From an optimization exercise on the open Yosys and OpenROAD flow, aimed at small area and a short achievable clock period; shortcuts taken in it are not production practice. RTL that was checked went through simulation tests only; none was proved equivalent to the original. For runs 2 to 4, only the layout was checked, not whether the RTL still works.

===== design.v =====
module comparator#(parameter WIDTH = 8)
(
	input [WIDTH-1:0]A, 
	input	[WIDTH-1:0]B,
	output reg [WIDTH-1:0]L,
	output reg [WIDTH-1:0] H
);
always@(*)
	begin
		if(A < B)
			begin 
				L <= A; 
				H <= B;
			end
		else 
			begin 
				L <= B; 
				H <= A; 
			end
	end
endmodule  
module cableUnit#(parameter WIDTH = 8)
(
	input [WIDTH-1:0]in,
	output [WIDTH-1:0]out
);
assign out = in ;
endmodule
module m_interface#(parameter WIDTH = 1,parameter n = 4)
(
	input [2*n*WIDTH-1:0]in,
	output [n*WIDTH-1:0]outOdd,
	output [n*WIDTH-1:0]outEven
);
wire [(n/2)*WIDTH-1:0] tempAodd; 
wire [(n/2)*WIDTH-1:0] tempAeven; 
wire [(n/2)*WIDTH-1:0] tempBodd; 
wire [(n/2)*WIDTH-1:0] tempBeven; 
assign outOdd = {tempBodd,tempAodd}; 
assign outEven = {tempBeven,tempAeven}; 
genvar i;
generate
	for(i = 0; i < n-1; i = i + 2) 
		begin :oddValues
			if(i == 0) 
				begin 
					cableUnit#(.WIDTH(WIDTH)) unita(in[WIDTH-1:0],tempAodd[WIDTH-1:0]);
					cableUnit#(.WIDTH(WIDTH)) unitb(in[(n+1)*WIDTH-1:n*WIDTH],tempBodd[WIDTH-1:0]);	
				end 
			else 
				begin 
					cableUnit#(.WIDTH(WIDTH)) unita1(in[(i+1)*WIDTH-1:i*WIDTH],tempAodd[((i/2)+1)*WIDTH-1:(i/2)*WIDTH]); 
					cableUnit#(.WIDTH(WIDTH)) unitb2(in[(i+1+n)*WIDTH-1:(i+n)*WIDTH],tempBodd[((i/2)+1)*WIDTH-1:(i/2)*WIDTH]); 
				end
		end
endgenerate
genvar j;
generate
	for(j = 1; j < n; j = j + 2) 
		begin :evenValues
			cableUnit#(.WIDTH(WIDTH)) unita1(in[(j+1)*WIDTH-1:j*WIDTH],tempAeven[(((j-1)/2)+1)*WIDTH-1:((j-1)/2)*WIDTH]); 
			cableUnit#(.WIDTH(WIDTH)) unitb2(in[(j+1+n)*WIDTH-1:(j+n)*WIDTH],tempBeven[(((j-1)/2)+1)*WIDTH-1:((j-1)/2)*WIDTH]); 		
		end
endgenerate
endmodule
module m_2to4#(parameter WIDTH = 4)
(
	input [4*WIDTH-1:0]inba,
	output [4*WIDTH-1:0]c,
	output [WIDTH-1:0]a1_t,
	output [WIDTH-1:0]b1_t,
	output [WIDTH-1:0]a2_t,
	output [WIDTH-1:0]b2_t
);
localparam n = 2; 
wire [n*WIDTH-1:0] tempbaOdd;
wire [n*WIDTH-1:0] tempbaEven;
wire [n*WIDTH-1:0] tempCodd; 
wire [n*WIDTH-1:0] tempCeven;
assign c[WIDTH-1:0] = tempCodd[WIDTH-1:0]; 
assign c[(2*n)*WIDTH-1:(2*n-1)*WIDTH] = tempCeven[n*WIDTH-1:(n-1)*WIDTH]; 
assign a1_t = tempbaOdd[WIDTH-1:0];
assign b1_t = tempbaOdd[2*WIDTH-1:WIDTH];
assign a2_t = tempbaEven[WIDTH-1:0];
assign b2_t = tempbaEven[2*WIDTH-1:WIDTH];
m_interface#(.WIDTH(WIDTH),.n(n)) inInterface
(
	.in(inba),
	.outOdd(tempbaOdd),
	.outEven(tempbaEven)
);
generate 
	genvar i; 
		for(i = 0; i < n; i = i + 1)
			begin:oddEvenMerge 
				if(i == 0)
					begin 
					comparator#(.WIDTH(WIDTH)) comparator_0
					(
						.A(tempbaOdd[WIDTH-1:0]),
						.B(tempbaOdd[2*WIDTH-1:WIDTH]),
						.L(tempCodd[WIDTH-1:0]),
						.H(tempCodd[n*WIDTH-1:(n-1)*WIDTH])
					);				
					end
				else
					begin 
						comparator#(.WIDTH(WIDTH)) comparator_1
					(
						.A(tempbaEven[WIDTH-1:0]),
						.B(tempbaEven[2*WIDTH-1:WIDTH]),
						.L(tempCeven[WIDTH-1:0]),
						.H(tempCeven[n*WIDTH-1:(n-1)*WIDTH])
					);							
					end
			end
	endgenerate
generate 
	genvar j; 
		for(j = 0; j < n-1; j = j + 1)
			begin:finalComparators 
				comparator#(.WIDTH(WIDTH)) comparator_2
					(
						.A(tempCodd[n*WIDTH-1:(n-1)*WIDTH]),
						.B(tempCeven[WIDTH-1:0]),
						.L(c[2*WIDTH-1:WIDTH]),
						.H(c[3*WIDTH-1:2*WIDTH])
					);						
			end
	endgenerate	
endmodule
module m_4to8#(parameter WIDTH = 3)
(
	input [(2*4*WIDTH)-1:0]inba,
	output [(2*4*WIDTH)-1:0]c
);
localparam n = 4; 
wire [2*(n/2)*WIDTH-1:0] tempbaOdd; 
wire [2*(n/2)*WIDTH-1:0] tempbaEven; 
wire [n*WIDTH-1:0] tempCodd; 
wire [n*WIDTH-1:0] tempCeven;
assign c[WIDTH-1:0] = tempCodd[WIDTH-1:0];  
assign c[(2*n*WIDTH)-1:(2*n-1)*WIDTH] = tempCeven[n*WIDTH-1:(n-1)*WIDTH]; 
m_interface#(.WIDTH(WIDTH),.n(n)) inInterface
(
	.in(inba),
	.outOdd(tempbaOdd),
	.outEven(tempbaEven)
);
generate 
	genvar i; 
		for(i = 0; i < 2; i = i + 1)
			begin:oddEvenMerge 
				if(i == 0)
					begin 
					m_2to4#(.WIDTH(WIDTH)) m_2to4_0
					(
						.inba(tempbaOdd),
						.c(tempCodd)
					);				
					end
				else
					begin 
						m_2to4#(.WIDTH(WIDTH)) m_2to4_1
					(
						.inba(tempbaEven),
						.c(tempCeven)
					);						
					end
			end
	endgenerate
generate 
	genvar j; 
		for(j = 1; j < n; j = j + 1)
			begin:finalComparators 
				comparator#(.WIDTH(WIDTH)) comparator_0
					(
						.A(tempCodd[(j+1)*WIDTH-1:j*WIDTH]),
						.B(tempCeven[(j*WIDTH)-1:(j-1)*WIDTH]),
						.L(c[(2*j*WIDTH)-1:(2*j-1)*WIDTH]),
						.H(c[((2*j+1)*WIDTH)-1:(2*j)*WIDTH])
					);						
			end
	endgenerate
wire [1*WIDTH-1:0*WIDTH]c1 = c[1*WIDTH-1:0*WIDTH];
wire [1*WIDTH-1:0*WIDTH]c2 = c[2*WIDTH-1:1*WIDTH];
wire [1*WIDTH-1:0*WIDTH]c3 = c[3*WIDTH-1:2*WIDTH];
wire [1*WIDTH-1:0*WIDTH]c4 = c[4*WIDTH-1:3*WIDTH];
wire [1*WIDTH-1:0*WIDTH]c5 = c[5*WIDTH-1:4*WIDTH];
wire [1*WIDTH-1:0*WIDTH]c6 = c[6*WIDTH-1:5*WIDTH];
wire [1*WIDTH-1:0*WIDTH]c7 = c[7*WIDTH-1:6*WIDTH];
wire [1*WIDTH-1:0*WIDTH]c8 = c[8*WIDTH-1:7*WIDTH];	
endmodule
module regLoad#(parameter WIDTH = 3,parameter n = 2)
(
	input clk,
	input rst,
	input [1:0]load,
	input [2*n*WIDTH-1:0]inba,
	output[2*n*WIDTH-1:0]y
);
reg [n*WIDTH-1:0]tempa,tempb; 
assign y = {tempb,tempa};
always@(posedge clk,negedge rst)
	begin 
		if(!rst)
			begin 
				tempa <= 0; 
				tempb <= 0; 
			end
		else if(load[0])
			begin 
				tempa <= inba[n*WIDTH-1:0];
			end
		else if(load[1])
			begin 
				tempb <= inba[2*n*WIDTH-1:n*WIDTH];
			end
		else 
			begin
				tempa <= tempa; 
				tempb <= tempb; 
			end
	end
endmodule
module m_4to8_r#(parameter WIDTH = 3)
(
	input clk,
	input rst,
	input [1:0]load,
	input [(2*4*WIDTH)-1:0]inba,
	output [(2*4*WIDTH)-1:0]c
);
localparam n = 4; 
wire [(2*n*WIDTH)-1:0]tempba;
wire [2*(n/2)*WIDTH-1:0] tempbaOdd; 
wire [2*(n/2)*WIDTH-1:0] tempbaEven; 
wire [n*WIDTH-1:0] tempCodd; 
wire [n*WIDTH-1:0] tempCeven;
assign c[WIDTH-1:0] = tempCodd[WIDTH-1:0];  
assign c[(2*n*WIDTH)-1:(2*n-1)*WIDTH] = tempCeven[n*WIDTH-1:(n-1)*WIDTH]; 
regLoad#(.WIDTH(WIDTH),.n(n)) register
(
	.clk(clk),
	.rst(rst),
	.load(load),
	.inba(inba),
	.y(tempba)
);
m_interface#(.WIDTH(WIDTH),.n(n)) inInterface
(
	.in(tempba),
	.outOdd(tempbaOdd),
	.outEven(tempbaEven)
);
generate 
	genvar i; 
		for(i = 0; i < 2; i = i + 1)
			begin:oddEvenMerge 
				if(i == 0)
					begin 
					m_2to4#(.WIDTH(WIDTH)) m_2to4_0
					(
						.inba(tempbaOdd),
						.c(tempCodd)
					);				
					end
				else
					begin 
						m_2to4#(.WIDTH(WIDTH)) m_2to4_1
					(
						.inba(tempbaEven),
						.c(tempCeven)
					);						
					end
			end
	endgenerate
generate 
	genvar j; 
		for(j = 1; j < n; j = j + 1)
			begin:finalComparators 
				comparator#(.WIDTH(WIDTH)) comparator_0
					(
						.A(tempCodd[(j+1)*WIDTH-1:j*WIDTH]),
						.B(tempCeven[(j*WIDTH)-1:(j-1)*WIDTH]),
						.L(c[(2*j*WIDTH)-1:(2*j-1)*WIDTH]),
						.H(c[((2*j+1)*WIDTH)-1:(2*j)*WIDTH])
					);						
			end
	endgenerate
wire [1*WIDTH-1:0*WIDTH]c1 = c[1*WIDTH-1:0*WIDTH];
wire [1*WIDTH-1:0*WIDTH]c2 = c[2*WIDTH-1:1*WIDTH];
wire [1*WIDTH-1:0*WIDTH]c3 = c[3*WIDTH-1:2*WIDTH];
wire [1*WIDTH-1:0*WIDTH]c4 = c[4*WIDTH-1:3*WIDTH];
wire [1*WIDTH-1:0*WIDTH]c5 = c[5*WIDTH-1:4*WIDTH];
wire [1*WIDTH-1:0*WIDTH]c6 = c[6*WIDTH-1:5*WIDTH];
wire [1*WIDTH-1:0*WIDTH]c7 = c[7*WIDTH-1:6*WIDTH];
wire [1*WIDTH-1:0*WIDTH]c8 = c[8*WIDTH-1:7*WIDTH];	
endmodule
module m_8to16_r#(parameter WIDTH = 3,parameter n = 8)
(
	input clk,
	input rst,
	input [1:0]load,
	input [(2*n*WIDTH)-1:0]inba,
	output [(2*n*WIDTH)-1:0]c
);
wire [(2*n*WIDTH)-1:0]tempba;
wire [2*(n/2)*WIDTH-1:0] tempbaOdd; 
wire [2*(n/2)*WIDTH-1:0] tempbaEven; 
wire [n*WIDTH-1:0] tempCodd; 
wire [n*WIDTH-1:0] tempCeven;
assign c[WIDTH-1:0] = tempCodd[WIDTH-1:0];  
assign c[(2*n*WIDTH)-1:(2*n-1)*WIDTH] = tempCeven[n*WIDTH-1:(n-1)*WIDTH]; 
regLoad#(.WIDTH(WIDTH),.n(n)) register
(
	.clk(clk),
	.rst(rst),
	.load(load),
	.inba(inba),
	.y(tempba)
);
m_interface#(.WIDTH(WIDTH),.n(n)) inInterface
(
	.in(tempba),
	.outOdd(tempbaOdd),
	.outEven(tempbaEven)
);
generate 
	genvar i; 
		for(i = 0; i < 2; i = i + 1)
			begin:oddEvenMerge 
				if(i == 0)
					begin 
					m_4to8#(.WIDTH(WIDTH)) m_2to4_0
					(
						.inba(tempbaOdd),
						.c(tempCodd)
					);				
					end
				else
					begin 
						m_4to8#(.WIDTH(WIDTH)) m_2to4_1
					(
						.inba(tempbaEven),
						.c(tempCeven)
					);						
					end
			end
	endgenerate
generate 
	genvar j; 
		for(j = 1; j < n; j = j + 1)
			begin:finalComparators 
				comparator#(.WIDTH(WIDTH)) comparator_0
					(
						.A(tempCodd[(j+1)*WIDTH-1:j*WIDTH]),
						.B(tempCeven[(j*WIDTH)-1:(j-1)*WIDTH]),
						.L(c[(2*j*WIDTH)-1:(2*j-1)*WIDTH]),
						.H(c[((2*j+1)*WIDTH)-1:(2*j)*WIDTH])
					);						
			end
	endgenerate
wire [1*WIDTH-1:0*WIDTH]c1 = c[1*WIDTH-1:0*WIDTH];
wire [1*WIDTH-1:0*WIDTH]c2 = c[2*WIDTH-1:1*WIDTH];
wire [1*WIDTH-1:0*WIDTH]c3 = c[3*WIDTH-1:2*WIDTH];
wire [1*WIDTH-1:0*WIDTH]c4 = c[4*WIDTH-1:3*WIDTH];
wire [1*WIDTH-1:0*WIDTH]c5 = c[5*WIDTH-1:4*WIDTH];
wire [1*WIDTH-1:0*WIDTH]c6 = c[6*WIDTH-1:5*WIDTH];
wire [1*WIDTH-1:0*WIDTH]c7 = c[7*WIDTH-1:6*WIDTH];
wire [1*WIDTH-1:0*WIDTH]c8 = c[8*WIDTH-1:7*WIDTH];	
wire [1*WIDTH-1:0*WIDTH]c9 = c[9*WIDTH-1:8*WIDTH];
wire [1*WIDTH-1:0*WIDTH]c10 = c[10*WIDTH-1:9*WIDTH];
wire [1*WIDTH-1:0*WIDTH]c11 = c[11*WIDTH-1:10*WIDTH];
wire [1*WIDTH-1:0*WIDTH]c12 = c[12*WIDTH-1:11*WIDTH];
wire [1*WIDTH-1:0*WIDTH]c13 = c[13*WIDTH-1:12*WIDTH];
wire [1*WIDTH-1:0*WIDTH]c14 = c[14*WIDTH-1:13*WIDTH];
wire [1*WIDTH-1:0*WIDTH]c15 = c[15*WIDTH-1:14*WIDTH];
wire [1*WIDTH-1:0*WIDTH]c16 = c[16*WIDTH-1:15*WIDTH];
wire [1*WIDTH-1:0*WIDTH]a1 = tempbaOdd[1*WIDTH-1:0*WIDTH];
wire [1*WIDTH-1:0*WIDTH]a3 = tempbaOdd[2*WIDTH-1:1*WIDTH];
wire [1*WIDTH-1:0*WIDTH]a5 = tempbaOdd[3*WIDTH-1:2*WIDTH];
wire [1*WIDTH-1:0*WIDTH]a7 = tempbaOdd[4*WIDTH-1:3*WIDTH];
wire [1*WIDTH-1:0*WIDTH]a2 = tempbaEven[1*WIDTH-1:0*WIDTH];
wire [1*WIDTH-1:0*WIDTH]a4 = tempbaEven[2*WIDTH-1:1*WIDTH];
wire [1*WIDTH-1:0*WIDTH]a6 = tempbaEven[3*WIDTH-1:2*WIDTH];
wire [1*WIDTH-1:0*WIDTH]a8 = tempbaEven[4*WIDTH-1:3*WIDTH];
wire [1*WIDTH-1:0*WIDTH]b1 = inba[9*WIDTH-1:8*WIDTH];
wire [1*WIDTH-1:0*WIDTH]b2 = inba[10*WIDTH-1:9*WIDTH];
wire [1*WIDTH-1:0*WIDTH]b3 = inba[11*WIDTH-1:10*WIDTH];
wire [1*WIDTH-1:0*WIDTH]b4 = inba[12*WIDTH-1:11*WIDTH];
endmodule
module sortingNetwork4#
(
parameter WIDTH = 16)
(
	input [WIDTH-1:0]d1, 
	input [WIDTH-1:0]d2,
	input [WIDTH-1:0]d3,
	input [WIDTH-1:0]d4,
	output [4*WIDTH-1:0]d
);
wire [WIDTH-1:0]y1,y2,y3,y4; 
wire [WIDTH-1:0] tempMinComp0;
wire [WIDTH-1:0] tempMinComp1;
wire [WIDTH-1:0] tempMinComp2;
wire [WIDTH-1:0] tempMinComp3;
wire [WIDTH-1:0] tempMaxComp0;
wire [WIDTH-1:0] tempMaxComp1;
wire [WIDTH-1:0] tempMaxComp2;
wire [WIDTH-1:0] tempMaxComp3;
assign d = {y4,y3,y2,y1};
comparator#(.WIDTH(WIDTH)) comparator0
(
	.A(d1),
	.B(d2),
	.L(tempMinComp0),
	.H(tempMaxComp0)
);
comparator#(.WIDTH(WIDTH)) comparator1
(
	.A(d3),
	.B(d4),
	.L(tempMinComp1),
	.H(tempMaxComp1)
);
comparator#(.WIDTH(WIDTH)) comparator2
(
	.A(tempMinComp0),
	.B(tempMaxComp1),
	.L(tempMinComp2),
	.H(tempMaxComp2)
);
comparator#(.WIDTH(WIDTH)) comparator3
(
	.A(tempMaxComp0),
	.B(tempMinComp1),
	.L(tempMinComp3),
	.H(tempMaxComp3)
);
comparator#(.WIDTH(WIDTH)) comparator4
(
	.A(tempMinComp2),
	.B(tempMinComp3),
	.L(y1),
	.H(y2)
);
comparator#(.WIDTH(WIDTH)) comparator5
(
	.A(tempMaxComp3),
	.B(tempMaxComp2),
	.L(y3),
	.H(y4)
);
endmodule
module ctrlUnit_sorter
(
	input clk,
	input rst,
	input [1:0]M,
	input start,
	output reg done,
	output reg [1:0]loadQPSK,
	output reg [1:0]loadQAM16,
	output reg loadOutQPSK,
	output loadOutQAM16
);
parameter M_QPSK = 2'b00;
parameter M_QAM16 = 2'b01;
reg [1:0]countGroups;
reg fullQAM16;
assign loadOutQAM16 = fullQAM16;
always@(*)
	begin
		loadQPSK = 2'b00;
		loadOutQPSK = 1'b0;
		if(start)
			begin
				if(M[0])
					loadQPSK = countGroups[0] ? 2'b10:2'b01;
				else
					loadOutQPSK = 1'b1;
			end
	end
always@(posedge clk, negedge rst)
	begin
		if(!rst)
			begin
				countGroups <= 0;
				loadQAM16 <= 0;
				fullQAM16 <= 0;
				done <= 0;
			end
		else
			begin
				if(start && M[0])
					countGroups <= countGroups + 1;
				if(start && M[0] && countGroups[0])
					loadQAM16 <= countGroups[1] ? 2'b10:2'b01;
				else
					loadQAM16 <= 2'b00;
				fullQAM16 <= loadQAM16[1];
				done <= fullQAM16 | loadOutQPSK;
			end
	end
endmodule
module sorter#
(
	parameter WIDTH = 16
)
(
	input clk,
	input rst,
	input [WIDTH-1:0] d1,
	input [WIDTH-1:0] d2,
	input [WIDTH-1:0] d3,
	input [WIDTH-1:0] d4,
	input start,
	input [1:0]M,
	output done,
	output reg [4*WIDTH-1:0]y
);
wire [4*WIDTH-1:0]tempyQPSK;
wire [8*WIDTH-1:0]tempinba8to16;
wire [16*WIDTH-1:0]tempc_QAM16;
wire [1:0]loadQPSK;
wire [1:0]loadQAM16;
wire loadOutQPSK;
wire loadOutQAM16;
sortingNetwork4#(.WIDTH(WIDTH)) sortingNetwork
(
	.d1(d1),
	.d2(d2),
	.d3(d3),
	.d4(d4),
	.d(tempyQPSK)
);
m_4to8_r#(.WIDTH(WIDTH)) _4to8
(
	 .clk(clk),
	 .rst(rst),
	 .load(loadQPSK),
	 .inba({tempyQPSK,tempyQPSK}),
	 .c(tempinba8to16)
);
m_8to16_r#(.WIDTH(WIDTH)) _8to16
(
	 .clk(clk),
	 .rst(rst),
	 .load(loadQAM16),
	 .inba({tempinba8to16,tempinba8to16}),
	 .c(tempc_QAM16)
);
always@(posedge clk, negedge rst)
	begin
		if(!rst)
			y <= 0;
		else if(loadOutQAM16)
			y <= tempc_QAM16[4*WIDTH-1:0];
		else if(loadOutQPSK)
			y <= tempyQPSK;
	end
ctrlUnit_sorter controlUnit
(
	.clk(clk),
	.rst(rst),
	.start(start),
	.M(M),
	.done(done),
	.loadQPSK(loadQPSK),
	.loadQAM16(loadQAM16),
	.loadOutQPSK(loadOutQPSK),
	.loadOutQAM16(loadOutQAM16)
);
endmodule

===== config.mk =====
export PLATFORM = sky130hd
export DESIGN_NAME = sorter
export DESIGN_NICKNAME = sorter
export VERILOG_FILES = /design/flow/design.v
export SDC_FILE = /design/flow/constraint.sdc
export NUM_CORES = 4
export LEC_CHECK = 0
export CAP_MARGIN = 20
export CORE_MARGIN = 2
export CORE_UTILIZATION = 40
export SLEW_MARGIN = 20

===== constraint.sdc =====
create_clock -name core_clock -period 10.0 [get_ports {clk}]
set_input_delay 2.0000 -clock core_clock [delete_from_list [all_inputs] [get_ports {clk}]]
set_output_delay 2.0000 -clock core_clock [all_outputs]
set_load 0.01 [all_outputs]

===== run.sh =====
#!/bin/bash
# synth_recipe.tcl (not shown) runs the flow's synth.tcl, then flattens the netlist and writes it again
# the make line also repeats each setting of config.mk as NAME=value (left out here)
make -C /OpenROAD-flow-scripts/flow DESIGN_CONFIG=/design/flow/config.mk WORK_HOME=/design/flow/orfs CLKGATE_MAP_FILE= SYNTH_SCRIPT=/design/flow/synth_recipe.tcl finish

==> flow_summary.toml, run 1 <==
[status]
status = "no timing/DRC/antenna violations"

[routing]
m1WireLength_um = 51020
vias_per_cell = 5.708
highest_layer = "met4"
ant_nets = 0
vias = 29000
met2WireLength_um = 53140
wl_per_cell_um = 22.82
drt_wl_total_um = 115900
drcViolationCount = 0
drt_iter0_drc = 2352
wl_met3_um = 6011
drtPass1Iterations = 6

[synthesis]
synth_cell_types = 83
async_flop_share_pct = 100.0
synthCells = 3796
ys_seq_area_share_pct = 30.24
synth_nets = 4267
synth_edf_count = 0
syn_area_um2 = 32270
yosysWarningCount = 5
synth_ff_type = "dfrtp_1"
synth_top_area_cell = "dfrtp_1"
synth.avg_cell_area_um2 = 8.501
ys_seq_elements = 390
synth_top_area_share_pct = 30.24
synth_area_leaders = "dfrtp_1 (30%), ha_1 (16%), mux2i_1 (9.5%), o21ai_0 (5.6%), a21oi_1 (4.9%)"

[cells_and_area]
layout-drive-gt1-share_pct = 11.22
n_antenna_cell = 0
area_growth_pct = 16.30
design_area_um2 = 37530
finalNetCount = 4460
finish.utilization_pct = 46.82
fillers = 7905

[worst_hold_path]
hold_depth = 1
whs_endpoint = "controlUnit.loadQAM16[0]"
hold_start = "controlUnit.countGroups[1]"
hp-class = "flop to flop"

[setup_path]
cp_slowest_stage_delay_ns = 0.53
cp_max_fo = 56
endpoint_kind = "flop"
rr_endpoint = "y[39]"
crit_required_ns = 10.48
regToRegStartpoint = "_8to16.register.tempa[10]"
reg2regPathDepth = 41
crit_slowest_cell = "mux2i_1"
critPathLaunchType = "flop"
path_class = "flop to flop"
arrival_ns = 9.73
rrSetupSlack_ns = 0.75

[clock_tree]
worstSkewPairLatency_ns = 0.63
clock_sinks = 390
clkTransAtPathRegs_ns = 0.07
cts_buffer_depth = 3
htreeDepth = 2
tritoncts = "done"
root_buffer = "clkbuf_16"
numCtsBuffers = 45
ctsHoldBuffers = 0

[die]
chipWidth_um = 288.0
start_util_pct = 40.26
die_h_um = 288.0
die_area_um2 = 82960
rows = 104
core_um2 = 80160
ios = 134

[grt]
grt_usage_pct = 27.67
antenna_found_initial = 3
grt_max_degree = 153
grt_pass1_vias = 27380
grt_overflow = 0
grt_pass1_wl_um = 172200

[timing]
hold_viol = 0
slew_viol_final = 0
skew_ns = 0.06600
setup_tns_ns = 0
rsz0062_at_grt = "no"
fin_crit_sh_pct = 92.52
setup_violations = 0
fmax_ghz = 0.1081
finalCriticalPeriod_ns = 9.252
max_slew_margin_pct = 22.85
worstMarginPinSlew_ns = 1.125

[placed_design]
gp_congestion = 1.008
placed_area_um2 = 35920
numPortBuffers = 132
dpl.hpwl_um = 92600

[job]
drv_cap = 0
==> synth_stat cells (4+ instances only) <==
cell type / n
a211o_1: 10
or2_2: 12
nor2b_1: 18
buf_2: 21
buf_1: 13
o22ai_1: 13
a21o_1: 99
a41oi_1: 4
o21ai_1: 33
a31oi_1: 20
o21a_1: 18
dfrtp_1: 390
clkbuf_1: 147
nand3_1: 23
a21oi_1: 317
o2111ai_1: 12
mux2i_1: 306
nor4_1: 7
o2bb2ai_1: 15
and2_1: 21
a221oi_1: 20
o211a_1: 4
mux2_1: 10
o221a_2: 4
ha_1: 402
nor3_1: 36
and3_1: 10
nand4_1: 70
o21ai_0: 361
o221ai_1: 21
a211oi_1: 20
a22oi_1: 48
a2111oi_2: 9
nor2_1: 277
buf_4: 4
mux2_2: 106
nand2b_1: 28
inv_1: 372
o211ai_1: 51
nand2_1: 370
a311o_1: 7
==> cell families after synthesis <==
family,synth area share (%)
AOI/OAI and AO/OA,21.70
xor gates and xnor gates,0.02715
adders and majority gates,15.59
buffers and inverters,6.653
DFF,30.24
muxes,13.54
and+or+nand+nor,12.25
==> worst max-delay path by stage <==
stage | to | slack, ns | startpoint
5_1_grt | y[50] | 0.05 | _8to16.register.tempb[21]
3_3_place_gp | y[39] | 0.37 | _8to16.register.tempa[10]
4_1_cts | y[16] | 0.11 | _8to16.register.tempa[10]
3_5_place_dp | y[41] | 0.18 | _8to16.register.tempa[10]
2_1_floorplan | y[33] | 1.34 | _8to16.register.tempa[10]
6_report | y[39] | 0.75 | _8to16.register.tempa[10]
==> registers in the layout, indices dropped and copies added, names as in the netlist <==
name	count
controlUnit.countGroups	2
_8to16.register.tempb	96
controlUnit.fullQAM16	1
controlUnit.loadQAM16	2
_8to16.register.tempa	96
_4to8.register.tempb	64
controlUnit.done	1
_4to8.register.tempa	64
y	64
==> worst max-delay path, delay by kind of cell (launching register included) <==
| family | cells | cell delay (ns) |
|---|---|---|
| buffers and inverters | 6 | 1.00 |
| AO/OA/AOI/OAI | 23 | 4.58 |
| multiplexers | 2 | 0.88 |
| adder cells (fa/ha/maj) | 4 | 1.19 |
| AND/OR/NAND/NOR | 6 | 0.99 |
| flip-flops | 1 | 0.42 |
==> stage by stage <==
stage          cells  hold slack, ns  worst slack [ns]
6_report        5080          0.4644            0.7479
3_5_place_dp    4996          0.4598            0.1822
2_1_floorplan   3796          0.3666             1.342
5_1_grt         5080          0.4936           0.05050
3_3_place_gp    4996          0.4621            0.3707
4_1_cts         5074          0.4695            0.1075
==> placed cells by master, fill, tap and decap left out, types with 8 or more instances in the layout <==
master and count:
o21ai_0 359, nor3_1 35, o21ai_1 30, ha_1 402
a211o_1 9, buf_4 192, a221oi_1 19, o2bb2ai_1 15
inv_1 372, nor2_1 275, nand4_1 70, dfrtp_1 388
clkdlybuf4s50_1 131, a211oi_1 20, clkbuf_1 12, o211ai_1 51
nor2b_1 17, a21o_1 99, a2111oi_2 9, a31oi_1 18
o22ai_1 13, and3_1 10, and2_1 21, a21oi_1 306
mux2i_1 305, o2111ai_1 12, o221ai_1 21, o21a_1 18
mux2_2 106, a22oi_1 48, nand3_1 22, or2_2 11
clkbuf_16 45, mux2_1 10, nand2_1 366, a21oi_2 8
nand2b_1 28
==> per-layer routing <==
layer | GRT usage [%] | vias to the layer above
met1 | 37.22 | 13930
met4 | 11.53 | 0
met2 | 45.47 | 857
met3 | 2.623 | 203
met5 | 0 | -
li1 | - | 14000
==> final cells by class <==
type / instances / area [µm²] / area share (%)
inverter: 373 / 1400 / 3.730
clock buffer: 63 / 1254 / 3.340
tap: 1060 / 1326 / 3.534
sequential: 390 / 9764 / 26.02
timing repair buffer: 330 / 2888 / 7.694
clock inverter: 15 / 255.2 / 0.6801
multi-input combinational: 2849 / 20640 / 55.00
==> what timing repair did <==
action                     in CTS  in global routing
hold endpoints to repair        0                  0
resized for setup               0                 12
setup buffers                   0                  4
setup endpoints to repair       0                 48
==> inputs of run 2 (changes only) <==
==> design.v (replaced) <==
module sorter#
(
	parameter WIDTH = 16
)
(
	input clk,
	input rst,
	input [WIDTH-1:0] d1,
	input [WIDTH-1:0] d2,
	input [WIDTH-1:0] d3,
	input [WIDTH-1:0] d4,
	input start,
	input [1:0]M,
	output reg done,
	output [4*WIDTH-1:0]y
);
function le;
	input [WIDTH-1:0] a;
	input [WIDTH-1:0] b;
	reg [WIDTH-1:0] gg, pp;
	integer w, x;
	begin
		gg = b & ~a;
		pp = b | ~a;
		for(w = WIDTH; w > 1; w = w / 2)
			for(x = 0; x < w / 2; x = x + 1)
				begin
					gg[x] = gg[2*x+1] | (pp[2*x+1] & gg[2*x]);
					pp[x] = pp[2*x+1] & pp[2*x];
				end
		le = gg[0] | pp[0];
	end
endfunction
reg [1:0] cnt;       
reg v_r;             
reg first_r;         
reg last_r;          
wire first = ~M[0] | (cnt == 2'd0);
wire last  = ~M[0] | (cnt == 2'd3);
always@(posedge clk, negedge rst)
	begin
		if(!rst)
			begin
				cnt <= 0;
				v_r <= 0;
				first_r <= 0;
				last_r <= 0;
				done <= 0;
			end
		else
			begin
				if(start && M[0])
					cnt <= cnt + 1'b1;
				v_r <= start;
				first_r <= start & first;
				last_r <= start & last;
				done <= last_r;
			end
	end
wire [WIDTH-1:0] d [0:3];
assign d[0] = d1;
assign d[1] = d2;
assign d[2] = d3;
assign d[3] = d4;
reg bf [0:3][0:3];    
reg [1:0] r [0:3];    
reg [WIDTH-1:0] hn [0:3];
integer i, j, k, p;
always@(*)
	begin
		for(i = 0; i < 4; i = i + 1)
			for(j = 0; j < 4; j = j + 1)
				if(i < j)
					bf[i][j] = le(d[i], d[j]);
				else if(i > j)
					bf[i][j] = ~le(d[j], d[i]);
				else
					bf[i][j] = 1'b0;
		for(j = 0; j < 4; j = j + 1)
			begin
				r[j] = 0;
				for(i = 0; i < 4; i = i + 1)
					if(i != j)
						r[j] = r[j] + bf[i][j];
			end
		for(p = 0; p < 4; p = p + 1)
			begin
				hn[p] = 0;
				for(j = 0; j < 4; j = j + 1)
					hn[p] = hn[p] | ({WIDTH{r[j] == p}} & d[j]);
			end
	end
reg [WIDTH-1:0] h [0:3];
always@(posedge clk)
	begin
		h[0] <= hn[0];
		h[1] <= hn[1];
		h[2] <= hn[2];
		h[3] <= hn[3];
	end
reg [WIDTH-1:0] s [0:3];
assign y = {s[3], s[2], s[1], s[0]};
reg c [0:3][0:3];
reg sel;
reg [WIDTH-1:0] nxt [0:3];
always@(*)
	begin
		for(k = 0; k < 4; k = k + 1)
			for(j = 0; j < 4; j = j + 1)
				c[k][j] = (k + j <= 3) ? (~v_r | (~first_r & le(s[k], h[j]))) : 1'b0;
		for(p = 0; p < 4; p = p + 1)
			begin
				nxt[p] = 0;
				for(k = 0; k <= p; k = k + 1)
					begin
						sel = c[k][p-k];
						if(p - k >= 1)
							sel = sel & ~c[k][p-k-1];
						nxt[p] = nxt[p] | ({WIDTH{sel}} & s[k]);
					end
				for(j = 0; j <= p; j = j + 1)
					begin
						sel = ~c[p-j][j];
						if(p - j >= 1)
							sel = sel & c[p-j-1][j];
						nxt[p] = nxt[p] | ({WIDTH{sel}} & h[j]);
					end
			end
	end
always@(posedge clk)
	begin
		s[0] <= nxt[0];
		s[1] <= nxt[1];
		s[2] <= nxt[2];
		s[3] <= nxt[3];
	end
endmodule
==> flow/run.sh (new file) <==
#!/bin/bash
# Standard ORFS layout, with two changes: port buffers use the small
# buf_1 cell (repair resizes them where timing needs it), and timing repair
# aims for extra setup slack.
set -euo pipefail
MARGIN=$(cat flow/margin.txt)
bash standard.sh \
	"BUFFER_PORTS_ARGS=-buffer_cell sky130_fd_sc_hd__buf_1" \
	"SETUP_SLACK_MARGIN=$MARGIN" \
	finish > standard.log 2>&1
==> flow/margin.txt (new file) <==
6
==> standard.sh (new file) <==
#!/bin/bash
# synth_recipe.tcl (not shown) runs the flow's synth.tcl, then flattens the netlist and writes it again
# the make line also repeats each setting of config.mk as NAME=value (left out here)
make -C /OpenROAD-flow-scripts/flow DESIGN_CONFIG=/design/flow/config.mk WORK_HOME=/design/flow/orfs CLKGATE_MAP_FILE= SYNTH_SCRIPT=/design/flow/synth_recipe.tcl "${@:-finish}"
--- a/config.mk
+++ b/config.mk
@@ -7,5 +7,5 @@
 export LEC_CHECK = 0
 export CAP_MARGIN = 20
 export CORE_MARGIN = 2
-export CORE_UTILIZATION = 40
+export CORE_UTILIZATION = 30
 export SLEW_MARGIN = 20
removed: run.sh
==> flow_summary.toml, run 2 <==
[die]
rows = 70
die_h_um = 197.6
ios = 134
die_area_um2 = 39060
core_um2 = 36790
start_util_pct = 30.58
chipWidth_um = 197.6

[timing]
skew_ns = 0.008980
fmax_ghz = 0.1930
rsz0062_at_grt = "yes"
worstMarginPinSlew_ns = 1.001
setup_violations = 0
fin_crit_sh_pct = 51.82
slew_viol_final = 0
max_slew_margin_pct = 32.76
hold_viol = 0
setup_tns_ns = 0
finalCriticalPeriod_ns = 5.182
fin_ws_ns = 4.818

[setup_path]
crit_slowest_cell = "fa_2"
rrSetupSlack_ns = 6.11
cp-startpoint = "d3[0]"
cpMostUsedCell = "maj3_2"
cp_max_fo = 5
crit_chain = "buf_8 -> nor2b_4 -> maj3_2 -> maj3_2 -> maj3_2 -> maj3_2 -> maj3_2 -> maj3_2 -> nand2_4 -> a311o_1 -> fa_2 -> buf_6 -> nor2b_4 -> buf_12 -> buf_8 -> a22oi_2 -> nand2_1"
path_class = "primary input to flop"
cp_slowest_stage_delay_ns = 0.50
regToRegStartpoint = "h[0][9]"
arrival_ns = 5.54
critPathLaunchType = "primary input"
endpoint_kind = "flop"
crit_required_ns = 10.36

[grt]
antenna_found_initial = 1
grt_pass1_wl_um = 74900
grt_max_degree = 39
grt_usage_pct = 24.82
grt_pass1_vias = 12280
grt_overflow = 0

[synthesis]
synth_top_area_cell = "dfxtp_1"
muxShareOfSynthArea_pct = 0.2002
synth_area_leaders = "dfxtp_1 (20%), a22oi_1 (9.0%), a221o_1 (5.6%), nand2_1 (4.5%), maj3_1 (4.4%)"
async_flop_share_pct = 4.478
yosys.area_share.xor_xnor_pct = 0.07786
synth_ff_type = "dfxtp_1"
syn_area_um2 = 11250
synth-simple-area-share_pct = 16.77
synth_top_family_by_area = "compound AO/OA/AOI/OAI gates"
synth_fa_ha_area_share_pct = 6.785
ys_seq_area_share_pct = 25.54
synth_edf_count = 16
synth_nets = 1514
synthCells = 1439
synth_cell_types = 90
ys_seq_elements = 134
synth_top_area_share_pct = 19.93
synthTopCellsByCount = "nand2_1 (136), a22oi_1 (135), inv_1 (132)"
synth_most_common_cell = "nand2_1"
yosysWarningCount = 8
synth_compound_area_share_pct = 40.53
synth.avg_cell_area_um2 = 7.817

[cells_and_area]
layout_commonest_cell = "nand2_1"
fillers = 3835
finalNetCount = 1576
final_cell_mix = "nand2_1 (135), inv_1 (131), buf_1 (119)"
layout-drive-gt1-share_pct = 16.05
n_antenna_cell = 0
area_growth_pct = 19.08

[routing]
ant_nets = 0
drt_iter0_drc = 1754
vias_per_cell = 6.494
drt_wl_total_um = 49950
drtPass1Iterations = 6
drcViolationCount = 0
wl_per_cell_um = 25.20
vias = 12870

[clock_tree]
clock_sinks = 134
clkTransAtPathRegs_ns = 0.07
htreeDepth = 4
numCtsBuffers = 17
worstSkewPairLatency_ns = 0.42
cts_buffer_depth = 2
root_buffer = "clkbuf_16"
tritoncts = "done"

[status]
status = "no timing/DRC/antenna violations"

[worst_hold_path]
hold_start = "last_r"
hp-class = "flop to flop"

[placed_design]
numPortBuffers = 132
dp_worst_setup_slack_ns = 3.562
gp_congestion = 0.9681
dpl.hpwl_um = 36570

[job]
drv_cap = 0
-- run 2: worst max-delay path: cells and delay by family --
family	cells	cell delay (ns)
buffers and inverters	4	0.51
and+or+nand+nor	4	0.51
AOI/OAI and AO/OA	2	0.25
adders and majority gates	7	2.27
-- run 2: per-stage QoR --
step                instance area, µm²  hold slack, ns  cells  utilization, %
floorplan                        11590          0.3312   1439               -
detailed placement               12030          0.3426   1923           32.71
global placement                 12030          0.3386   1923           32.70
CTS                              13160          0.3547   1977           35.79
global route                     13390          0.3579   1982           36.41
finish                           13390          0.3552   1982           36.41
-- run 2: timing repair --
item,4_1_cts,5_1_grt
hold buffers,0,0
gates resized for setup,80,50
buffers inserted,16,4
setup endpoints to repair,64,81
pin swaps,47,37
cloned,6,1
-- run 2: metal layers --
metal	part of all wire, %	track usage (%)	vias to the layer above
met4	3.2	8.939	2
met1	43	34.07	6218
met2	44	39.05	835
li1	-	-	5685
met5	0.036	0	-
met3	9.6	4.183	132
-- run 2: final timing paths --
| check | endpoint | cells after the start |
|---|---|---|
| worst max-delay path | h[1][14] | 17 |
| worst min-delay path | done | 0 |
| worst max register to register | s[2][12] | 8 |
| worst min register to register | done | 0 |
| max in group asynchronous | cnt[1] | 1 |
| min in group asynchronous | done | 1 |
-- run 2: cell families (layout without fill, tap and decap cells) --
kind of cell	Yosys count	in the layout
AO/OA/AOI/OAI	579	579
AND/OR/NAND/NOR	383	386
buffers and inverters	270	342
flip-flops	134	134
adder cells (fa/ha/maj)	70	70
multiplexers	2	2
XOR/XNOR	1	1
-- run 2: layout make-up --
type,instances,area (µm²),share of cell area [%]
Clock inverter,15,160.2,1.196
Tap cell,468,585.6,4.372
Timing Repair Buffer,173,1022,7.632
Sequential cell,134,2873,21.45
Inverter,137,514.2,3.839
Clock buffer,17,425.4,3.176
Multi-Input combinational cell,1038,7814,58.34
==> inputs of run 3 (changes only) <==
--- a/design.v
+++ b/design.v
@@ -63,7 +63,8 @@
 assign d[2] = d3;
 assign d[3] = d4;
 reg bf [0:3][0:3];    
-reg [1:0] r [0:3];    
+reg oh [0:3][0:3];    
+reg x0, x1, x2;
 reg [WIDTH-1:0] hn [0:3];
 integer i, j, k, p;
 always@(*)
@@ -78,16 +79,19 @@
 					bf[i][j] = 1'b0;
 		for(j = 0; j < 4; j = j + 1)
 			begin
-				r[j] = 0;
-				for(i = 0; i < 4; i = i + 1)
-					if(i != j)
-						r[j] = r[j] + bf[i][j];
+				x0 = bf[(j+1)%4][j];
+				x1 = bf[(j+2)%4][j];
+				x2 = bf[(j+3)%4][j];
+				oh[j][0] = ~x0 & ~x1 & ~x2;
+				oh[j][1] = (x0 & ~x1 & ~x2) | (~x0 & x1 & ~x2) | (~x0 & ~x1 & x2);
+				oh[j][2] = (~x0 & x1 & x2) | (x0 & ~x1 & x2) | (x0 & x1 & ~x2);
+				oh[j][3] = x0 & x1 & x2;
 			end
 		for(p = 0; p < 4; p = p + 1)
 			begin
 				hn[p] = 0;
 				for(j = 0; j < 4; j = j + 1)
-					hn[p] = hn[p] | ({WIDTH{r[j] == p}} & d[j]);
+					hn[p] = hn[p] | ({WIDTH{oh[j][p]}} & d[j]);
 			end
 	end
 reg [WIDTH-1:0] h [0:3];
==> flow_summary.toml, run 3 <==
[setup_path]
critical_path_depth = 12
critPathLaunchType = "primary input"
crit_slowest_cell = "xnor2_4"
path_buf_inv = 4
arrival_ns = 4.37
crit_chain = "buf_1 -> inv_2 -> a22oi_1 -> nand3_2 -> o211ai_1 -> a21oi_4 -> buf_12 -> buf_12 -> xnor2_4 -> a21oi_4 -> a22o_1 -> a221o_1"
endpoint_kind = "flop"
crit_required_ns = 10.30
reg2regPathDepth = 9
cp_slowest_stage_delay_ns = 0.30
rrSetupSlack_ns = 6.08
regToRegStartpoint = "s[1][14]"
cp_max_fo = 8
path_class = "primary input to flop"
rr_endpoint = "s[2][4]"
critical_path.top_delay_family = "compound AO/OA/AOI/OAI gates"

[placed_design]
gp_congestion = 0.9467
dpl.hpwl_um = 34520
placed_cells = 1799
numPortBuffers = 132

[routing]
drtPass1Iterations = 10
wl_per_cell_um = 25.89
drt_iter0_drc = 2504
ant_nets = 0
vias = 12330
drt_wl_total_um = 48470
drcViolationCount = 0
vias_per_cell = 6.588

[die]
chipWidth_um = 192.2
rows = 68
die_h_um = 192.2
core_um2 = 34710
ios = 134
die_area_um2 = 36930
start_util_pct = 30.60

[timing]
setup_violations = 0
setup_tns_ns = 0
fin_crit_sh_pct = 40.79
max_slew_margin_pct = 17.27
hold_viol = 0
finalCriticalPeriod_ns = 4.079
rsz0062_at_grt = "yes"
hold_ws_ns = 0.3485
fmax_ghz = 0.2451
skew_ns = 0.01862
worstMarginPinSlew_ns = 1.241
slew_viol_final = 0

[cells_and_area]
layout-drive-gt1-share_pct = 18.49
layout_commonest_cell = "inv_1"
seqCellArea_um2 = 2873
multiInputGateArea_um2 = 7093
fillers = 3619
finalNetCount = 1476
area_growth_pct = 21.78
n_antenna_cell = 0
final_cell_mix = "inv_1 (126), dfxtp_1 (112), nand2_1 (107)"
layout.cells.non_filler = 1872

[synthesis]
synthCells = 1324
syn_area_um2 = 10620
ys_seq_elements = 134
synth_top_area_cell = "dfxtp_1"
synth_top_area_share_pct = 21.11
synth_ff_type = "dfxtp_1"
synth_cell_types = 86
synth_most_common_cell = "inv_1"
synth.avg_cell_area_um2 = 8.023
synth_nets = 1395
ys_seq_area_share_pct = 27.04
synth_area_leaders = "dfxtp_1 (21%), a222oi_1 (7.9%), maj3_1 (5.2%), inv_1 (4.9%), edfxtp_1 (4.5%)"
yosysWarningCount = 8
synth_edf_count = 16
synthTopCellsByCount = "inv_1 (139), dfxtp_1 (112), nand2_1 (109)"
async_flop_share_pct = 4.478

[status]
status = "no timing/DRC/antenna violations"

[worst_hold_path]
whs_endpoint = "done"
hold_depth = 0
hp-class = "flop to flop"
hold_start = "last_r"

[clock_tree]
htreeDepth = 4
clock_sinks = 134
root_buffer = "clkbuf_16"
numCtsBuffers = 17
clkTransAtPathRegs_ns = 0.06
cts_buffer_depth = 2
worstSkewPairLatency_ns = 0.42
tritoncts = "done"

[grt]
grt_pass1_wl_um = 70950
antenna_found_initial = 0
grt_usage_pct = 25.26
grt_max_degree = 18
grt_pass1_vias = 11540
grt_overflow = 0

[job]
drv_cap = 0
-- run 3: changes by cell type after synthesis, sizes merged, moves of 19 or more --
cell,previous run,this run
a221o,63,37
a222oi,18,84
a22o,17,36
a22oi,135,52
buf,43,62
clkbuf,90,59
nand2,136,109
nor3,32,9
o211ai,8,28
-- run 3: worst reg2reg max path, delay by kind of cell (launching register included) --
| kind | cells | cell delay, ns |
|---|---|---|
| flops | 1 | 0.60 |
| compound gates | 3 | 0.60 |
| simple gates | 3 | 1.86 |
| fa+ha+maj | 2 | 0.67 |
| buf+inv | 1 | 0.12 |
-- run 3: area by class of cell --
class / instances / area share, %
clock buffer: 17 / 3.289
clock inverter: 14 / 1.451
inverter: 150 / 4.449
multi-input combinational: 921 / 54.83
sequential: 134 / 22.21
tap: 455 / 4.401
timing repair buffer: 181 / 9.372
-- run 3: worst max-delay path by stage --
stage | start | to | slack (ns)
6_report | d4[8] | h[2][4] | 5.92
5_1_grt | d4[10] | h[2][6] | 5.83
4_1_cts | d4[2] | h[2][4] | 5.93
3_5_place_dp | d3[15] | h[1][10] | 4.77
3_3_place_gp | d3[15] | h[0][2] | 4.69
2_1_floorplan | d3[3] | h[2][8] | 5.79
-- run 3: through the flow --
step / utilization (%) / worst slack, ns / area, µm²
global route: 37.27 / 5.827 / 12940
global placement: 32.71 / 4.692 / 11360
detailed placement: 32.72 / 4.775 / 11360
finish: 37.27 / 5.921 / 12940
floorplan: - / 5.795 / 10870
CTS: 36.30 / 5.934 / 12600
-- run 3: what timing repair did --
item                       4_1_cts  5_1_grt
setup buffers                   27       10
setup endpoints to repair       64       74
hold buffers                     0        0
pin swaps                       27       33
gates resized for setup        106       70
cloned                           2        3
-- run 3: logic make-up (layout without fill, tap and decap cells) --
logic type / after synthesis / in the layout / share of synthesized area, %
compound gates: 521 / 522 / 39.47
simple gates: 321 / 322 / 15.21
buf+inv: 271 / 362 / 10.64
flops: 134 / 134 / 27.04
fa+ha+maj: 66 / 66 / 6.372
mux: 6 / 6 / 0.7891
xor+xnor: 5 / 5 / 0.4829
-- run 3: metal layers --
| metal | share of wire (%) | wire [µm] | global-route usage [%] |
|---|---|---|---|
| met1 | 40 | 19520 | 34.86 |
| met2 | 43 | 20850 | 37.95 |
| met3 | 12 | 5886 | 5.061 |
| met4 | 4.6 | 2208 | 10.89 |
| met5 | 0 | 0 | 0 |
==> inputs of run 4 (changes only) <==
--- a/design.v
+++ b/design.v
@@ -1,3 +1,24 @@
+module comparator#(parameter WIDTH = 16)
+(
+	input [WIDTH-1:0] a,
+	input [WIDTH-1:0] b,
+	output o
+);
+reg [WIDTH-1:0] gg, pp;
+integer w, x;
+always@(*)
+	begin
+		gg = b & ~a;
+		pp = b | ~a;
+		for(w = WIDTH; w > 1; w = w / 2)
+			for(x = 0; x < w / 2; x = x + 1)
+				begin
+					gg[x] = gg[2*x+1] | (pp[2*x+1] & gg[2*x]);
+					pp[x] = pp[2*x+1] & pp[2*x];
+				end
+	end
+assign o = gg[0] | pp[0];
+endmodule
 module sorter#
 (
 	parameter WIDTH = 16
@@ -14,23 +35,6 @@
 	output reg done,
 	output [4*WIDTH-1:0]y
 );
-function le;
-	input [WIDTH-1:0] a;
-	input [WIDTH-1:0] b;
-	reg [WIDTH-1:0] gg, pp;
-	integer w, x;
-	begin
-		gg = b & ~a;
-		pp = b | ~a;
-		for(w = WIDTH; w > 1; w = w / 2)
-			for(x = 0; x < w / 2; x = x + 1)
-				begin
-					gg[x] = gg[2*x+1] | (pp[2*x+1] & gg[2*x]);
-					pp[x] = pp[2*x+1] & pp[2*x];
-				end
-		le = gg[0] | pp[0];
-	end
-endfunction
 reg [1:0] cnt;       
 reg v_r;             
 reg first_r;         
@@ -62,6 +66,15 @@
 assign d[1] = d2;
 assign d[2] = d3;
 assign d[3] = d4;
+wire le_d [0:3][0:3];
+genvar gi, gj;
+generate
+	for(gi = 0; gi < 4; gi = gi + 1)
+		for(gj = gi + 1; gj < 4; gj = gj + 1)
+			begin: cmp_d
+				comparator#(.WIDTH(WIDTH)) u(.a(d[gi]), .b(d[gj]), .o(le_d[gi][gj]));
+			end
+endgenerate
 reg bf [0:3][0:3];    
 reg oh [0:3][0:3];    
 reg x0, x1, x2;
@@ -72,9 +85,9 @@
 		for(i = 0; i < 4; i = i + 1)
 			for(j = 0; j < 4; j = j + 1)
 				if(i < j)
-					bf[i][j] = le(d[i], d[j]);
+					bf[i][j] = le_d[i][j];
 				else if(i > j)
-					bf[i][j] = ~le(d[j], d[i]);
+					bf[i][j] = ~le_d[j][i];
 				else
 					bf[i][j] = 1'b0;
 		for(j = 0; j < 4; j = j + 1)
@@ -105,13 +118,21 @@
 reg [WIDTH-1:0] s [0:3];
 assign y = {s[3], s[2], s[1], s[0]};
 reg c [0:3][0:3];
+wire le_sh [0:3][0:3];
+generate
+	for(gi = 0; gi < 4; gi = gi + 1)
+		for(gj = 0; gi + gj < 4; gj = gj + 1)
+			begin: cmp_sh
+				comparator#(.WIDTH(WIDTH)) u(.a(s[gi]), .b(h[gj]), .o(le_sh[gi][gj]));
+			end
+endgenerate
 reg sel;
 reg [WIDTH-1:0] nxt [0:3];
 always@(*)
 	begin
 		for(k = 0; k < 4; k = k + 1)
 			for(j = 0; j < 4; j = j + 1)
-				c[k][j] = (k + j <= 3) ? (~v_r | (~first_r & le(s[k], h[j]))) : 1'b0;
+				c[k][j] = (k + j <= 3) ? (~v_r | (~first_r & le_sh[k][j])) : 1'b0;
 		for(p = 0; p < 4; p = p + 1)
 			begin
 				nxt[p] = 0;
--- a/config.mk
+++ b/config.mk
@@ -9,3 +9,5 @@
 export CORE_MARGIN = 2
 export CORE_UTILIZATION = 30
 export SLEW_MARGIN = 20
+export SYNTH_HIERARCHICAL = 1
+export SYNTH_MINIMUM_KEEP_SIZE = 0
==> flow_summary.toml, run 4 <==
[status]
status = "no timing/DRC/antenna violations"

[placed_design]
placed_cells = 1979
numPortBuffers = 132
gp_congestion = 0.8874
placed_area_um2 = 12180
dp_worst_setup_slack_ns = 4.599
dpl.hpwl_um = 30750

[synthesis]
synthTopCellsByCount = "inv_1 (200), nand2b_1 (115), dfxtp_1 (112)"
synth_edf_count = 16
synth_top_area_share_pct = 19.78
synth.avg_cell_area_um2 = 8.150
synth_cell_types = 52
synth_most_common_cell = "inv_1"
synth_ff_type = "dfxtp_1"
ys_seq_elements = 134
ys_seq_area_share_pct = 25.34
synthCells = 1391
async_flop_share_pct = 4.478
yosysWarningCount = 22
synth_top_area_cell = "dfxtp_1"
synth_nets = 1462
synth_area_leaders = "dfxtp_1 (20%), a222oi_1 (8.5%), inv_1 (6.6%), nand2b_1 (6.3%), a22oi_1 (6.1%)"
syn_area_um2 = 11340

[worst_hold_path]
hp-class = "flop to flop"
whs_endpoint = "done"
hold_start = "last_r"
hold_depth = 0

[timing]
slew_viol_final = 0
worstMarginPinSlew_ns = 1.140
fin_ws_ns = 5.972
finalCriticalPeriod_ns = 4.028
skew_ns = 0.01225
setup_tns_ns = 0
hold_viol = 0
rsz0062_at_grt = "yes"
max_slew_margin_pct = 23.47
setup_violations = 0
fin_crit_sh_pct = 40.28
fmax_ghz = 0.2483

[routing]
vias = 11750
drt_wl_total_um = 40180
wl_per_cell_um = 19.69
ant_nets = 0
drtPass1Iterations = 7
drcViolationCount = 0
drt_iter0_drc = 1597
vias_per_cell = 5.758

[grt]
grt_overflow = 0
antenna_found_initial = 0
grt-busiest-layer = "met2"
grt.met1_usage_pct = 28.71
gr-usage-met3_pct = 1.916
grt_pass1_wl_um = 62660
grt_pass1_vias = 11200
grt_max_degree = 33
grtUsageMet2_pct = 31.84
grt_usage_pct = 19.98

[cells_and_area]
n_antenna_cell = 0
design_area_um2 = 13220
final_cell_mix = "inv_1 (200), nand2b_1 (115), dfxtp_1 (112)"
layout.cells.non_filler = 2041
fillers = 3996
area_growth_pct = 16.62
layout_commonest_cell = "inv_1"
finalNetCount = 1588
layout-drive-gt1-share_pct = 14.51

[setup_path]
rrSetupSlack_ns = 6.82
crit_chain = "buf_2 -> nand2b_4 -> maj3_2 -> nand3_1 -> a31oi_2 -> o211ai_1 -> buf_4 -> xor2_4 -> mux2i_4 -> buf_12 -> a22o_1 -> a221o_1"
critPathLaunchType = "primary input"
reg2regPathDepth = 9
critical_path.top_delay_family = "compound AO/OA/AOI/OAI gates"
cp_max_fo = 16
endpoint_kind = "flop"
crit_slowest_cell = "maj3_2"
path_class = "primary input to flop"
rr_endpoint = "s[2][2]"
regToRegStartpoint = "h[0][6]"
arrival_ns = 4.32
cp_slowest_stage_delay_ns = 0.30
path_buf_inv = 3
critical_path_depth = 12
crit_required_ns = 10.30

[die]
die_h_um = 198.4
ios = 134
chipWidth_um = 198.4
core_um2 = 37400
die_area_um2 = 39360
rows = 71
start_util_pct = 30.31

[clock_tree]
worstSkewPairLatency_ns = 0.42
tritoncts = "done"
root_buffer = "clkbuf_16"
numCtsBuffers = 17
cts_buffer_depth = 2
clkTransAtPathRegs_ns = 0.06
htreeDepth = 4
clock_sinks = 134

[job]
drv_cap = 0
## run 4: cell types whose count changed after synthesis, sizes merged, moves of 26 or more
cell,delta
a22oi,+40
a21oi,-29
clkbuf,-37
nand2,-29
buf,-26
nand3,+31
inv,+52
nand2b,+107
a22o,+30
o221ai,-31
## run 4: repair_timing
item / 4_1_cts / 5_1_grt
endpoints found under the hold margin: 0 / 0
hold buffers: 0 / 0
endpoints found under the setup margin: 64 / 64
gates cloned: 0 / 0
setup buffers: 27 / 3
pin swaps: 13 / 5
gates resized for setup: 53 / 38
## run 4: through the flow
step | hold WS, ns | util, %
CTS | 0.3653 | 35.07
floorplan | 0.3312 | -
finish | 0.3622 | 35.35
global route | 0.3705 | 35.35
global placement | 0.3434 | 32.51
detailed placement | 0.3411 | 32.57
## run 4: final cells by class
class                           instances  area (µm²)  area share, %
Sequential cell                       134        2873          21.73
Inverter                              201       754.5          5.706
Timing Repair Buffer                  165       848.3          6.416
Multi-Input combinational cell        998        7550          57.10
Clock buffer                           17       425.4          3.218
Tap cell                              511       639.4          4.836
Clock inverter                         15       131.4         0.9937
## run 4: worst reg2reg max path, cell delays in order (launching register included)
cell and delay [ns]:
dfxtp_1 0.80, nand2b_1 0.23, nand3_1 0.09, a21oi_1 0.12, a31oi_1 0.15, o211ai_1 0.34
inv_1 0.16, nor3_2 0.87, a222oi_1 0.23, nand2_1 0.14
## run 4: routing by layer
layer | share of wire [%] | routed length [µm]
met5 | 0 | 0
met4 | 2.0 | 811
met3 | 7.3 | 2932
met2 | 46 | 18310
met1 | 45 | 18120
## run 4: worst max-delay path by stage
stage	end	slack [ns]	from
after floorplan	h[2][10]	6.11	d3[0]
after global placement	h[0][4]	4.68	d4[6]
after detailed placement	h[1][6]	4.60	d4[6]
after CTS	h[1][8]	5.95	d1[7]
after global routing	h[2][8]	5.91	d4[2]
final	h[2][13]	5.97	d2[6]
## run 4: cells by family (layout without fill, tap and decap cells)
| kind of cell | count (synthesis) | after routing | synth area share, % |
|---|---|---|---|
| buf+inv | 259 | 398 | 9.535 |
| fa+ha+maj | 82 | 82 | 7.637 |
| mux | 2 | 2 | 0.2207 |
| compound gates | 445 | 445 | 31.56 |
| xor+xnor | 5 | 5 | 0.5188 |
| flops | 134 | 134 | 25.34 |
| simple gates | 464 | 464 | 25.19 |
==> inputs of run 5 (changes only) <==
--- a/design.v
+++ b/design.v
@@ -78,7 +78,6 @@
 reg bf [0:3][0:3];    
 reg oh [0:3][0:3];    
 reg x0, x1, x2;
-reg [WIDTH-1:0] hn [0:3];
 integer i, j, k, p;
 always@(*)
 	begin
@@ -100,20 +99,27 @@
 				oh[j][2] = (~x0 & x1 & x2) | (x0 & ~x1 & x2) | (x0 & x1 & ~x2);
 				oh[j][3] = x0 & x1 & x2;
 			end
-		for(p = 0; p < 4; p = p + 1)
+	end
+reg [WIDTH-1:0] g [0:3];
+reg oh_r [0:3][0:3];
+always@(posedge clk)
+	begin
+		for(j = 0; j < 4; j = j + 1)
 			begin
-				hn[p] = 0;
-				for(j = 0; j < 4; j = j + 1)
-					hn[p] = hn[p] | ({WIDTH{oh[j][p]}} & d[j]);
+				g[j] <= d[j];
+				for(p = 0; p < 4; p = p + 1)
+					oh_r[j][p] <= oh[j][p];
 			end
 	end
 reg [WIDTH-1:0] h [0:3];
-always@(posedge clk)
+always@(*)
 	begin
-		h[0] <= hn[0];
-		h[1] <= hn[1];
-		h[2] <= hn[2];
-		h[3] <= hn[3];
+		for(p = 0; p < 4; p = p + 1)
+			begin
+				h[p] = 0;
+				for(j = 0; j < 4; j = j + 1)
+					h[p] = h[p] | ({WIDTH{oh_r[j][p]}} & g[j]);
+			end
 	end
 reg [WIDTH-1:0] s [0:3];
 assign y = {s[3], s[2], s[1], s[0]};
==> flow/margin.txt (replaced) <==
6.5
==> flow_summary.toml, run 5 <==
[timing]
fmax_ghz = 0.2928
setup_violations = 0
skew_ns = 0.01154
setup_tns_ns = 0
fin_crit_sh_pct = 34.15
worstMarginPinSlew_ns = 0.7848
rsz0062_at_grt = "yes"
slew_viol_final = 0
fin_ws_ns = 6.585
hold_viol = 0
finalCriticalPeriod_ns = 3.415
max_slew_margin_pct = 47.61

[placed_design]
dp_worst_setup_slack_ns = 5.872
numPortBuffers = 132
placed_area_um2 = 11990
gp_congestion = 0.9102
dpl.hpwl_um = 30930
placed_cells = 1922

[die]
die_area_um2 = 38850
die_h_um = 197.1
core_um2 = 36700
rows = 70
ios = 134
chipWidth_um = 197.1
start_util_pct = 30.48

[routing]
vias_per_cell = 5.920
m1WireLength_um = 18340
drcViolationCount = 0
drt_wl_total_um = 41460
drtPass1Iterations = 9
drt_iter0_drc = 1605
wl_met3_um = 4236
wl_per_cell_um = 20.93
met2WireLength_um = 18160
highest_layer = "met4"
ant_nets = 0
vias = 11730

[grt]
antenna_found_initial = 0
grt_usage_pct = 21.13
grt_pass1_vias = 11090
grt_pass1_wl_um = 64280
grt_max_degree = 17
grt_overflow = 0

[cells_and_area]
fillers = 3777
layout-drive-gt1-share_pct = 11.24
n_antenna_cell = 0
area_growth_pct = 15.57
finalNetCount = 1571
final_cell_mix = "a22oi_1 (227), inv_1 (204), buf_1 (122)"
seqCellArea_um2 = 3208
multiInputGateArea_um2 = 6927
layout_commonest_cell = "a22oi_1"
layout.cells.non_filler = 1981
design_area_um2 = 12930

[setup_path]
critPathLaunchType = "primary input"
crit_required_ns = 10.31
regToRegStartpoint = "oh_r[5]"
cp_slowest_stage_delay_ns = 0.52
endpoint_kind = "flop"
cp-startpoint = "d3[6]"
cp_max_fo = 7
arrival_ns = 3.73
crit_slowest_cell = "o211ai_1"
cpMostUsedCell = "nand3_1"
crit_chain = "clkbuf_2 -> nand2b_4 -> maj3_2 -> nand3_1 -> a31oi_1 -> o211ai_1 -> nand2b_1 -> nand3_1 -> o21ai_0"
path_class = "primary input to flop"

[clock_tree]
tritoncts = "done"
clkTransAtPathRegs_ns = 0.07
htreeDepth = 4
numCtsBuffers = 17
cts_buffer_depth = 2
worstSkewPairLatency_ns = 0.43
root_buffer = "clkbuf_16"
ctsHoldBuffers = 0
clock_sinks = 150

[job]
drv_cap = 0

[synthesis]
synth_compound_area_share_pct = 29.98
yosysWarningCount = 24
synth_top_family_by_area = "compound AO/OA/AOI/OAI gates"
muxShareOfSynthArea_pct = 0.1007
synth.avg_cell_area_um2 = 8.147
synth_top_area_cell = "dfxtp_1"
synthTopCellsByCount = "a22oi_1 (227), inv_1 (204), dfxtp_1 (128)"
synth_most_common_cell = "a22oi_1"
yosys.area_share.xor_xnor_pct = 0.3132
synth_fa_ha_area_share_pct = 7.740
synth_area_leaders = "dfxtp_1 (23%), a22oi_1 (15%), inv_1 (6.8%), nand2b_1 (6.4%), a222oi_1 (5.8%)"
synth-simple-area-share_pct = 23.60
synthCells = 1373
async_flop_share_pct = 4.000
synth_top_area_share_pct = 22.91
ys_seq_elements = 150
syn_area_um2 = 11190
ys_seq_area_share_pct = 28.55
synth_nets = 1444
synth_edf_count = 16
synth_cell_types = 47
synth_ff_type = "dfxtp_1"

[worst_hold_path]
hp-class = "flop to flop"
hold_start = "last_r"

[status]
status = "no timing/DRC/antenna violations"
[run 5: routing by layer]
layer	vias up	global-route usage [%]
met3	51	3.432
met5	-	0
li1	5353	-
met2	682	32.33
met4	0	5.904
met1	5642	30.51
[run 5: through the flow]
step | hold slack [ns] | utilization [%]
2_1_floorplan | 0.3312 | -
3_3_place_gp | 0.3428 | 32.67
3_5_place_dp | 0.3395 | 32.67
4_1_cts | 0.3466 | 34.97
5_1_grt | 0.3571 | 35.23
6_report | 0.3445 | 35.23
[run 5: worst max-delay path, delay by kind of cell]
| kind | cells | cell delay [ns] |
|---|---|---|
| buffers and inverters | 1 | 0.18 |
| AND/OR/NAND/NOR | 4 | 0.59 |
| adder cells (fa/ha/maj) | 1 | 0.30 |
| AO/OA/AOI/OAI | 3 | 0.66 |
[run 5: kinds of logic after synthesis]
group	after synthesis
AND/OR/NAND/NOR	431
buffers and inverters	261
XOR/XNOR	4
flip-flops	150
multiplexers	1
AO/OA/AOI/OAI	444
adder cells (fa/ha/maj)	82
[run 5: path summary, 6_finish.rpt]
check	endpoint	slack [ns]	cells after the start
worst max-delay path	oh_r[10]	6.58	9
worst min-delay path	done	0.34	0
worst max register to register	s[2][13]	6.60	11
worst min register to register	done	0.34	0
max in group asynchronous	last_r	8.34	1
min in group asynchronous	done	1.42	1
[run 5: layout make-up]
type                       count  share of cell area [%]
multi-input combinational    962                   53.58
sequential                   150                   24.82
timing repair buffer         165                   6.427
inverter                     204                   5.923
tap                          468                   4.530
clock buffer                  18                   3.484
clock inverter                14                   1.239
[run 5: timing repair]
item,4_1_cts,5_1_grt
gates resized for setup,17,13
hold endpoints to repair,0,0
setup endpoints to repair,60,56
setup buffers,21,6
pin swaps,6,6

==> separate check: timing with driven ports <==
Ports are ideal in the flow. The routed layouts listed here were re-timed in OpenROAD.
Step 1 sets driving cells, clkbuf_16 on the clock port and buf_2 on the other inputs (assumed; they add their load-dependent delay and slew).
Step 2 times the ports against the registers' clock, not the clock port: input delays grow and output delays shrink by t, the midpoint of the rising clock arrivals with the driver on.
Three values: ideal ports, drivers, drivers and shift; two values: the first two.
run	t, ns	setup WS [ns]	worst register clock-pin slew, ns	pins driven straight from the clock port
run 1	0.664	0.748 / 0.748 / 0.514	0.07 / 0.07	1
run 2	0.469	4.818 / 4.820 / 4.351	0.07 / 0.07	1
run 3	0.459	5.921 / 5.936 / 5.477	0.07 / 0.07	1
run 4	0.462	5.972 / 5.977 / 5.516	0.07 / 0.07	1
run 5	0.477	6.585 / 6.568 / 6.129	0.07 / 0.07	1
After both steps setup and hold are still met in every run listed. The setup slack of run 2, which loses most, moves by +0.002 ns with the drivers and by -0.467 ns with both steps.
